This design comes from an exercise in tuning for small area and a short achievable clock period on the open sky130 flow, not from production work.

// FFT_TOB
module FFT_TOB (
  input  wire signed [15:0] Input_re,
  input  wire signed [15:0] Input_Im,
  input  wire               cordic_Valid,
  input  wire               clk,
  input  wire               rst,
  output wire signed [15:0] Output_FFT_Re,
  output wire signed [15:0] Output_FFT_Im,
  output wire               Data_Valid
);
Size in the first run: about 3600 cells after synthesis, roughly 620 flip-flops, about 68 I/O pins.
==> module FFT_TOB, before the edit <==
module FFT_TOB (
  input  wire signed [15:0] Input_re,
  input  wire signed [15:0] Input_Im,
  input  wire               cordic_Valid,
  input  wire               clk,
  input  wire               rst,
  output wire signed [15:0] Output_FFT_Re,
  output wire signed [15:0] Output_FFT_Im,
  output wire               Data_Valid
);
  reg [3:0] p;
  reg       dv;
  always @(posedge clk or negedge rst)
    if (!rst) begin
      p  <= 4'd0;
      dv <= 1'b0;
    end else begin
      if (cordic_Valid) p <= p + 4'd1;
      if (p == 4'd14)   dv <= 1'b1;
    end
  assign Data_Valid = dv;
  wire p3 = p[3], p2 = p[2], p1 = p[1], p0 = p[0];
  wire first = (p == 4'd0);
  wire p2is  = (p == 4'd2);
  wire last  = (p == 4'd15);
  reg [127:0] d1r, d1i;    
  reg [63:0]  d2r, d2i;    
  reg [31:0]  d3r, d3i;    
  reg [15:0]  d4r, d4i;    
  reg [15:0]  zr, zi;      
  reg [16:0]  y0, y1;      
  reg         yodp, yodn, yosp, yosn;
  wire yw1 = (p == 4'd4);
  wire yw3 = (p == 4'd6) | (p == 4'd8);
  wire yw9 = (p == 4'd10);
  wire yw2 = (p == 4'd0) | (p == 4'd5);
  wire yw6 = (p == 4'd2) | (p == 4'd9);
  wire yw4 = (p == 4'd1);
  reg [15:0]  ar, ai;      
  reg [15:0]  br, bi;      
  wire [15:0] xr = Input_re, xi = Input_Im;
  wire [15:0] r1r = d1r[127:112], r1i = d1i[127:112];
  wire [15:0] r2r = d2r[63:48],   r2i = d2i[63:48];
  wire [15:0] r3r = d3r[31:16],   r3i = d3i[31:16];
  wire [15:0] r4r = d4r,          r4i = d4i;
  wire [15:0] a1r, a1i, b1r, b1i;
  rca u_a1r (.a(r1r), .b(p3 ? xr : 16'd0), .ci(1'b0), .s(a1r));
  rca u_a1i (.a(r1i), .b(p3 ? xi : 16'd0), .ci(1'b0), .s(a1i));
  rca u_b1r (.a(r1r), .b(~xr), .ci(1'b1), .s(b1r));
  rca u_b1i (.a(r1i), .b(~xi), .ci(1'b1), .s(b1i));
  wire [15:0] s1r = a1r;
  wire [15:0] s1i = a1i;
  wire [15:0] w1r = p3 ? b1r : xr;
  wire [15:0] w1i = p3 ? b1i : xi;
  wire c2 = ~p3 & p2;
  wire [15:0] b2r, b2i, a2r, a2i;
  rca u_b2r (.a(r2r), .b(~(c2 ? r1i : s1r)),      .ci(1'b1), .s(b2r));
  rca u_b2i (.a(r2i), .b(c2 ? r1r : ~s1i),        .ci(~c2),  .s(b2i));
  wire [15:0] w2r = p2 ? b2r : s1r;
  wire [15:0] w2i = p2 ? b2i : s1i;
  rca u_a2r (.a(r2r), .b(s1r), .ci(1'b0), .s(a2r));
  rca u_a2i (.a(r2i), .b(s1i), .ci(1'b0), .s(a2i));
  wire [3:0]  q   = p + 4'd2;
  wire [15:0] t2r = d2r[31:16], t2i = d2i[31:16];
  wire [15:0] t1r = d1r[95:80], t1i = d1i[95:80];
  wire        qsw = ~q[3] & q[2];
  wire [15:0] yr, yi;
  rca u_yr (.a(t2r), .b(qsw ? t1i : 16'd0),  .ci(1'b0), .s(yr));
  rca u_yi (.a(t2i), .b(qsw ? ~t1r : 16'd0), .ci(qsw), .s(yi));
  wire qw1 = (q == 4'd5);
  wire qw3 = (q == 4'd7) | (q == 4'd9);
  wire qw9 = (q == 4'd11);
  wire qw2 = (q == 4'd1) | (q == 4'd6);
  wire qw6 = (q == 4'd3) | (q == 4'd10);
  wire qw4 = (q == 4'd2);
  wire [16:0] py0, py1;
  wire        podp, podn, posp, posn;
  tw_prep u_prep (.ar(yr), .ai(yi), .w1(qw1), .w3(qw3), .w9(qw9), .w2(qw2), .w6(qw6),
                  .y0(py0), .y1(py1), .od_p(podp), .od_n(podn), .os_p(posp), .os_n(posn));
  wire [15:0] er, ei;
  tw_mul u_mul (.y0(y0), .y1(y1), .w1(yw1), .w3(yw3), .w9(yw9), .w2(yw2), .w6(yw6),
                .od_p(yodp), .od_n(yodn), .os_p(yosp), .os_n(yosn), .zr(er), .zi(ei));
  wire ymul = yw1 | yw3 | yw9 | yw2 | yw6;
  wire        x3  = p3 & p2;
  wire [15:0] mr  = x3 ? a2r : zr;
  wire [15:0] mi  = x3 ? a2i : zi;
  wire [15:0] b3r, b3i;
  rca u_b3r (.a(r3r), .b(~mr), .ci(1'b1), .s(b3r));
  rca u_b3i (.a(r3i), .b(~mi), .ci(~p2is), .s(b3i));
  wire [15:0] w3r = p1 ? b3r : mr;
  wire [15:0] w3i = p1 ? b3i : mi;
  wire c5 = p0 & ~p1;
  wire [15:0] s3r, s3i, a3r, a3i, o4r, o4i, e4r, e4i, sumr, sumi, a8r, a8i;
  rca u_a3r (.a(r3r), .b(p1 ? zr : 16'd0), .ci(1'b0), .s(a3r));
  rca u_a3i (.a(r3i), .b(p1 ? zi : 16'd0), .ci(p2is), .s(a3i));
  wire [15:0] s3or = a3r;
  wire [15:0] s3oi = a3i;
  rca u_e4r (.a(r4r), .b(c5 ? r3i : s3or),  .ci(1'b0), .s(e4r));
  rca u_e4i (.a(r4i), .b(c5 ? ~r3r : s3oi), .ci(c5),   .s(e4i));
  assign o4r = p0 ? e4r : r4r;
  assign o4i = p0 ? e4i : r4i;
  out_add u_or (.acc(first ? 16'd0 : ar), .x(xr), .o(o4r), .last(last), .sum(sumr), .y(Output_FFT_Re));
  out_add u_oi (.acc(first ? 16'd0 : ai), .x(xi), .o(o4i), .last(last), .sum(sumi), .y(Output_FFT_Im));
  wire [15:0] i4r = c5 ? r3i : s3or;
  wire [15:0] b4r, b4i;
  rca u_b4r (.a(r4r), .b(~i4r), .ci(1'b1), .s(b4r));
  rca u_b4i (.a(r4i), .b(c5 ? r3r : ~s3oi), .ci(~c5), .s(b4i));
  rca u_a8r (.a(first ? 16'd0 : br), .b(xr ^ {16{p0}}), .ci(p0), .s(a8r));
  rca u_a8i (.a(first ? 16'd0 : bi), .b(xi ^ {16{p0}}), .ci(p0), .s(a8i));
  wire [15:0] w4r = last ? a8r : p0 ? b4r : s3or;
  wire [15:0] w4i = last ? a8i : p0 ? b4i : s3oi;
  always @(posedge clk) begin
    d1r <= {d1r[111:0], w1r};  d1i <= {d1i[111:0], w1i};
    d2r <= {d2r[47:0],  w2r};  d2i <= {d2i[47:0],  w2i};
    d3r <= {d3r[15:0],  w3r};  d3i <= {d3i[15:0],  w3i};
    d4r <= w4r;                d4i <= w4i;
    y0  <= py0;                y1  <= py1;
    yodp <= podp; yodn <= podn; yosp <= posp; yosn <= posn;
    zr  <= ymul ? er : yw4 ? y1[15:0] : y0[15:0];
    zi  <= ymul ? ei : yw4 ? ~y0[15:0] : y1[15:0];
    ar  <= sumr;               ai  <= sumi;
    br  <= a8r;                bi  <= a8i;
  end
endmodule
==> flow/config.mk <==
export PLATFORM = sky130hd
export DESIGN_NAME = FFT_TOB
export DESIGN_NICKNAME = FFT_TOB
export VERILOG_FILES = /design/flow/design.v
export SDC_FILE = /design/flow/constraint.sdc
export NUM_CORES = 4
export LEC_CHECK = 0
export CAP_MARGIN = 20
export CORE_MARGIN = 2
export CORE_UTILIZATION = 40
export SLEW_MARGIN = 20
export SETUP_SLACK_MARGIN = 13.6
==> flow/constraint.sdc <==
create_clock -name core_clock -period 27.0 [get_ports {clk}]
set_input_delay 5.4000 -clock core_clock [delete_from_list [all_inputs] [get_ports {clk}]]
set_output_delay 5.4000 -clock core_clock [all_outputs]
set_load 0.01 [all_outputs]
standard.sh (not shown) runs the stock make flow with config.mk's settings and CLKGATE_MAP_FILE= SYNTH_SCRIPT=/design/flow/synth_recipe.tcl, a recipe that flattens the netlist after the stock synthesis.
==> flow/flow/run.sh <==
#!/bin/bash
cp standard.sh standard_sh_copy.log
echo "export SETUP_SLACK_MARGIN = 13.6" >> config.mk
bash standard.sh > standard.log 2>&1
The baseline finished clean.
Edit:
--- a/flow/design.v
+++ b/flow/design.v
@@ -391,7 +391,7 @@
   assign Data_Valid = dv;
   wire p3 = p[3], p2 = p[2], p1 = p[1], p0 = p[0];
   wire first = (p == 4'd0);
-  wire p2is  = (p == 4'd2);
+  reg  p2is;                  
   wire last  = (p == 4'd15);
   reg [127:0] d1r, d1i;    
   reg [63:0]  d2r, d2i;    
@@ -485,6 +485,7 @@
     d3r <= {d3r[15:0],  w3r};  d3i <= {d3i[15:0],  w3i};
     d4r <= w4r;                d4i <= w4i;
     y0  <= py0;                y1  <= py1;
+    p2is <= (p == 4'd1);
     yodp <= podp; yodn <= podn; yosp <= posp; yosn <= posn;
     zr  <= ymul ? er : yw4 ? y1[15:0] : y0[15:0];
     zi  <= ymul ? ei : yw4 ? ~y0[15:0] : y1[15:0];
=>
- routed wire length went down by 1.8%
- via count went up by 0.41%
- flip-flop and latch count went up by 1
- die area went down by 0.41%
- cell count went up by 0.91%
- non-clock buffer count went up by 11
- count of clock-buffer cells in the layout went up by 9
- utilization went up by 0.35 points
- worst setup slack gets better by 200 ps
- final area went up by 0.47%
- sequential share of layout area hardly moves
No functional check of the RTL was part of any run of this note.

re-timing with driven ports:
Ports are ideal in the flow. The routed layouts listed here were re-timed in OpenROAD. Step 1, drivers: a clkbuf_16 drives clk and a buf_2 each remaining input, both assumed. Step 2 times the ports against the registers' clock, not the clock port: input delays grow and output delays shrink by t, the midpoint of the rising clock arrivals with the driver on. Slacks: ideal ports / drivers / drivers and shift; pairs: ideal ports / drivers.
| run | t (ns) | setup slack, ns | worst setup path at the end |
|---|---|---|---|
| the first run | 0.694 | 12.642 / 12.579 / 13.273 | register to output |
| the second run | 0.683 | 12.844 / 12.776 / 13.443 | input to register |
After both steps every run listed still meets setup and hold.
